Source: an optimization exercise on an open RTL-to-GDS flow (aim: small area). Production flows keep margins and buffers that such runs may drop.
Only simulation tests tie the RTL to the original design; equivalence was not proved.
Power figures rest on the tool's default switching activity, not on a simulated workload.

Design alarmclock, start of the top module:
module alarmclock (clk,set_time,set_clock,set_calendar,reset,Less_in,Middle_in,Big_in,DIG,Digitron_Out,buzz,stop,clock,calendar,uart,uart_sign,uart_out);
export LEC_CHECK = 0
export ABC_AREA = 1
export CAP_MARGIN = 20
export CORE_MARGIN = 2
export CORE_UTILIZATION = 70
export SLEW_MARGIN = 20
create_clock -name core_clock -period 10.0 [get_ports {clk}]
standard.sh (not shown) runs the stock make flow with config.mk's settings and CLKGATE_MAP_FILE= SYNTH_SCRIPT=/design/flow/synth_recipe.tcl, a recipe that flattens the netlist after the stock synthesis.
==> flow/flow/run.sh <==
#!/bin/bash
# Own flow: the standard layout (standard.sh: all ORFS steps, the platform's power grid and
# tap cells, port buffers), with two changes:
#  - synthesis maps the logic with the area-oriented ABC script flow/abc_area2.script instead of
#    ORFS's abc_area.script. Everything else in synthesis (front end, -nofsm -noshare, flip-flop
#    mapping, flatten, renames) is synth_recipe.tcl's, so the registers are the standard synthesis's;
#  - clock tree synthesis runs without dummy loads and with the clustering in flow/cts.mk, and
#    the port buffers (one on every input and output, as standard) are buf_1 cells (flow/cts.mk).
# Each tool's output is in own_flow.log and in ORFS's logs under orfs/logs.
set -euo pipefail
W=$(pwd)
F=$W/flow
# copy of ORFS synth.tcl whose abc call uses our script
sed 's|^  log_cmd abc {\*}\$abc_args|  set abc_args [lreplace $abc_args 1 1 $::env(OWN_ABC_SCRIPT)]\n  log_cmd abc {*}$abc_args|' \
  "$FLOW_HOME/scripts/synth.tcl" > "$W/own_synth_core.tcl"
grep -q OWN_ABC_SCRIPT "$W/own_synth_core.tcl"
# synth_recipe.tcl, sourcing that copy
sed "s|^source \$::env(SCRIPTS_DIR)/synth.tcl|source $W/own_synth_core.tcl|" synth_recipe.tcl > "$W/own_synth.tcl"
grep -q own_synth_core.tcl "$W/own_synth.tcl"
# The standard flow's config.mk plus our clock tree settings
{ echo "include $W/config.mk"; cat "$F/cts.mk"; } > "$W/own_config.mk"
# standard.sh with that synthesis script and config
sed -E -e "s|SYNTH_SCRIPT=[^ ]+|SYNTH_SCRIPT=$W/own_synth.tcl|" -e "s|DESIGN_CONFIG=[^ ]+|DESIGN_CONFIG=$W/own_config.mk|" \
  standard.sh > "$W/own_standard.sh"
grep -q own_synth.tcl "$W/own_standard.sh"
grep -q own_config.mk "$W/own_standard.sh"
export OWN_ABC_SCRIPT=$F/abc_area2.script
bash "$W/own_standard.sh" > "$W/own_flow.log" 2>&1
==> flow/flow/abc_area2.script <==
strash
scorr
dc2
&get -n
&deepsyn -T 60
&put
dch -f
amap -m
topo
==> flow/flow/cts.mk <==
export CTS_ARGS = -sink_clustering_enable -repair_clock_nets -dont_use_dummy_load -buf_list sky130_fd_sc_hd__clkbuf_8 -sink_clustering_size 14 -sink_clustering_max_diameter 50
export BUFFER_PORTS_ARGS = -inputs -outputs -buffer_cell sky130_fd_sc_hd__buf_1
The starting point produced a clean layout.
Rerun with:
--- a/flow/flow/run.sh
+++ b/flow/flow/run.sh
@@ -5,6 +5,5 @@
 #    ORFS's abc_area.script. Everything else in synthesis (front end, -nofsm -noshare, flip-flop
 #    mapping, flatten, renames) is synth_recipe.tcl's, so the registers are the standard synthesis's;
-#  - clock tree synthesis runs without dummy loads and with the clustering in flow/cts.mk, and
-#    the port buffers (one on every input and output, as standard) are buf_1 cells (flow/cts.mk).
+#  - clock tree synthesis runs without dummy loads and with the clustering in flow/cts.mk.
 # Each tool's output is in own_flow.log and in ORFS's logs under orfs/logs.
 set -euo pipefail
==> flow/flow/abc_area2.script (replaced) <==
strash
scorr
dc2
dch -f
amap -m
topo
==> flow/flow/cts.mk (replaced) <==
export CTS_ARGS = -sink_clustering_enable -repair_clock_nets -dont_use_dummy_load
Effect: Clock-buffer cell count stays the same; clock power grows by 48%; via count came out higher by about 8%; first-iteration DRC count went up by 32%; hold slack loses 0.029 ns; cell area went up by about 6%; global-route usage increases by 3.5 points.

* * *

Starting RTL as in the previous note.
Settings: LEC_CHECK=0, ABC_AREA=1, CAP_MARGIN=20, CORE_MARGIN=2, CORE_UTILIZATION=70, SLEW_MARGIN=20; clock period 10.0 ns.
==> flow/flow/run.sh <==
#!/bin/bash
# Own flow: the standard layout (standard.sh: all ORFS steps, the platform's power grid and
# tap cells, port buffers), with two changes:
#  - synthesis maps the logic with the area-oriented ABC script flow/abc_area2.script instead of
#    ORFS's abc_area.script. Everything else in synthesis (front end, -nofsm -noshare, flip-flop
#    mapping, flatten, renames) is synth_recipe.tcl's, so the registers are the standard synthesis's;
#  - clock tree synthesis runs without dummy loads and with the clustering in flow/cts.mk, and
#    the port buffers (one on every input and output, as standard) are buf_1 cells (flow/cts.mk).
# Each tool's output is in own_flow.log and in ORFS's logs under orfs/logs.
set -euo pipefail
W=$(pwd)
F=$W/flow
# copy of ORFS synth.tcl whose abc call uses our script
sed 's|^  log_cmd abc {\*}\$abc_args|  set abc_args [lreplace $abc_args 1 1 $::env(OWN_ABC_SCRIPT)]\n  log_cmd abc {*}$abc_args|' \
  "$FLOW_HOME/scripts/synth.tcl" > "$W/own_synth_core.tcl"
grep -q OWN_ABC_SCRIPT "$W/own_synth_core.tcl"
# synth_recipe.tcl, sourcing that copy
sed "s|^source \$::env(SCRIPTS_DIR)/synth.tcl|source $W/own_synth_core.tcl|" synth_recipe.tcl > "$W/own_synth.tcl"
grep -q own_synth_core.tcl "$W/own_synth.tcl"
# The standard flow's config.mk plus our clock tree settings
{ echo "include $W/config.mk"; cat "$F/cts.mk"; } > "$W/own_config.mk"
# standard.sh with that synthesis script and config
sed -E -e "s|SYNTH_SCRIPT=[^ ]+|SYNTH_SCRIPT=$W/own_synth.tcl|" -e "s|DESIGN_CONFIG=[^ ]+|DESIGN_CONFIG=$W/own_config.mk|" \
  standard.sh > "$W/own_standard.sh"
grep -q own_synth.tcl "$W/own_standard.sh"
grep -q own_config.mk "$W/own_standard.sh"
export OWN_ABC_SCRIPT=$F/abc_area2.script
bash "$W/own_standard.sh" > "$W/own_flow.log" 2>&1
==> flow/flow/abc_area2.script <==
strash
scorr
dc2
&get -n
&deepsyn -T 60
&put
dch -f
amap -m
topo
==> flow/flow/cts.mk <==
export CTS_ARGS = -sink_clustering_enable -repair_clock_nets -dont_use_dummy_load -buf_list sky130_fd_sc_hd__clkbuf_16 -sink_clustering_size 24 -sink_clustering_max_diameter 70
export BUFFER_PORTS_ARGS = -inputs -outputs -buffer_cell sky130_fd_sc_hd__buf_1
The first run finished clean.
Edit:
--- a/flow/flow/run.sh
+++ b/flow/flow/run.sh
@@ -2,8 +2,9 @@
 # Own flow: the standard layout (standard.sh: all ORFS steps, the platform's power grid and
-# tap cells, port buffers), with two changes:
+# tap cells, a buffer on every port), with these changes:
 #  - synthesis maps the logic with the area-oriented ABC script flow/abc_area2.script instead of
-#    ORFS's abc_area.script. Everything else in synthesis (front end, -nofsm -noshare, flip-flop
-#    mapping, flatten, renames) is synth_recipe.tcl's, so the registers are the standard synthesis's;
-#  - clock tree synthesis runs without dummy loads and with the clustering in flow/cts.mk, and
-#    the port buffers (one on every input and output, as standard) are buf_1 cells (flow/cts.mk).
+#    ORFS's abc_area.script, and leaves adders to ABC (no half/full adder cell mapping first).
+#    Everything else in synthesis (front end, -nofsm -noshare, flip-flop mapping, flatten,
+#    renames) is synth_recipe.tcl's, so the registers are the standard synthesis's;
+#  - clock tree synthesis runs without dummy loads and with the clustering in flow/own.mk;
+#  - the port buffers are buf_1 cells (flow/own.mk).
 # Each tool's output is in own_flow.log and in ORFS's logs under orfs/logs.
@@ -19,4 +20,4 @@
 grep -q own_synth_core.tcl "$W/own_synth.tcl"
-# The standard flow's config.mk plus our clock tree settings
-{ echo "include $W/config.mk"; cat "$F/cts.mk"; } > "$W/own_config.mk"
+# The standard flow's config.mk plus our settings
+{ echo "include $W/config.mk"; cat "$F/own.mk"; } > "$W/own_config.mk"
 # standard.sh with that synthesis script and config
==> flow/flow/own.mk (new file) <==
# clock tree: no dummy loads, clkbuf_8 buffers, clusters of at most 14 sinks within 50 um
export CTS_ARGS = -sink_clustering_enable -repair_clock_nets -dont_use_dummy_load -buf_list sky130_fd_sc_hd__clkbuf_8 -sink_clustering_size 14 -sink_clustering_max_diameter 50
# one buffer on every input and output port, as standard, but a buf_1
export BUFFER_PORTS_ARGS = -inputs -outputs -buffer_cell sky130_fd_sc_hd__buf_1
# adders are left to ABC instead of being mapped to half/full adder cells first
export ADDER_MAP_FILE =
removed: flow/flow/cts.mk
=> Final area decreases by about 8%; count of clock-buffer cells in the layout goes up by 11; critical path depth came out lower by 8.
Edit:
--- a/flow/flow/run.sh
+++ b/flow/flow/run.sh
@@ -2,9 +2,7 @@
 # Own flow: the standard layout (standard.sh: all ORFS steps, the platform's power grid and
-# tap cells, a buffer on every port), with these changes:
+# tap cells, port buffers), with two changes:
 #  - synthesis maps the logic with the area-oriented ABC script flow/abc_area2.script instead of
-#    ORFS's abc_area.script, and leaves adders to ABC (no half/full adder cell mapping first).
-#    Everything else in synthesis (front end, -nofsm -noshare, flip-flop mapping, flatten,
-#    renames) is synth_recipe.tcl's, so the registers are the standard synthesis's;
-#  - clock tree synthesis runs without dummy loads and with the clustering in flow/own.mk;
-#  - the port buffers are buf_1 cells (flow/own.mk).
+#    ORFS's abc_area.script. Everything else in synthesis (front end, -nofsm -noshare, flip-flop
+#    mapping, flatten, renames) is synth_recipe.tcl's, so the registers are the standard synthesis's;
+#  - clock tree synthesis runs without dummy loads and with the clustering in flow/cts.mk.
 # Each tool's output is in own_flow.log and in ORFS's logs under orfs/logs.
@@ -20,4 +18,4 @@
 grep -q own_synth_core.tcl "$W/own_synth.tcl"
-# The standard flow's config.mk plus our settings
-{ echo "include $W/config.mk"; cat "$F/own.mk"; } > "$W/own_config.mk"
+# The standard flow's config.mk plus our clock tree settings
+{ echo "include $W/config.mk"; cat "$F/cts.mk"; } > "$W/own_config.mk"
 # standard.sh with that synthesis script and config
==> flow/flow/abc_area2.script (replaced) <==
strash
scorr
dc2
dch -f
amap -m
topo
==> flow/flow/cts.mk (new file) <==
export CTS_ARGS = -sink_clustering_enable -repair_clock_nets -dont_use_dummy_load -buf_list sky130_fd_sc_hd__clkbuf_16 -sink_clustering_size 30 -sink_clustering_max_diameter 80
removed: flow/flow/own.mk
- final cell count increases by 14%
- worst setup slack got worse by 2.2 ns
- fmax came out lower by 28%
- global-route usage is higher by 2.5 points
- critical path depth grows by 9
- wire length grows by 20%
- utilization is higher by 0.66 points
- via count increases by 17%
- design area came out higher by 14%
- total power rises by 16%
- clock-buffer cell count came out lower by 14
Edit:
==> flow/flow/cts.mk (replaced) <==
export CTS_ARGS = -sink_clustering_enable -repair_clock_nets -dont_use_dummy_load -buf_list sky130_fd_sc_hd__clkbuf_16 -sink_clustering_size 20 -sink_clustering_max_diameter 60
Result:
- power grows by 10%
- area after synthesis does not change
- global-route usage grows by 1.4 points
- routed wire length came out higher by 4.6%
- synthesized cell count stays the same

-- port drivers added, routing unchanged --
No port has a modelled driver above. Below, the same layouts with a new extraction and two added sets of constraints.
Step 1: set_driving_cell puts a clkbuf_16 on clk and a buf_2 on each other input, an assumption about the parent block.
Step 2 adds t to the input delays and takes it off the output delays; t is the mean of the earliest and latest rising clock arrival at the registers after step 1. Input paths then give back, and output paths get back, about the clock's delay inside the block.
Slacks: no drivers / after step 1 / after step 2; pairs: no drivers / after step 1.
run | shift t [ns] | setup slack, ns | hold slack, ns | worst slew at a driven data input, ns
the first run of note 1 | 0.607 | 2.487 / 2.487 / 2.487 | 0.359 / 0.359 / 0.359 | 0.03
the second run of note 1 | 0.594 | 2.070 / 2.070 / 2.070 | 0.330 / 0.330 / 0.330 | 0.05
the first run of note 2 | 0.545 | 2.493 / 2.493 / 2.493 | 0.344 / 0.344 / 0.344 | 0.06
the second run of note 2 | 0.607 | 4.352 / 4.352 / 4.352 | 0.358 / 0.358 / 0.358 | 0.05
the third run of note 2 | 0.537 | 2.114 / 2.114 / 2.114 | 0.334 / 0.334 / 0.334 | 0.05
the fourth run of note 2 | 0.575 | 1.993 / 1.993 / 1.993 | 0.341 / 0.341 / 0.341 | 0.05
After both steps every run listed still meets setup and hold.
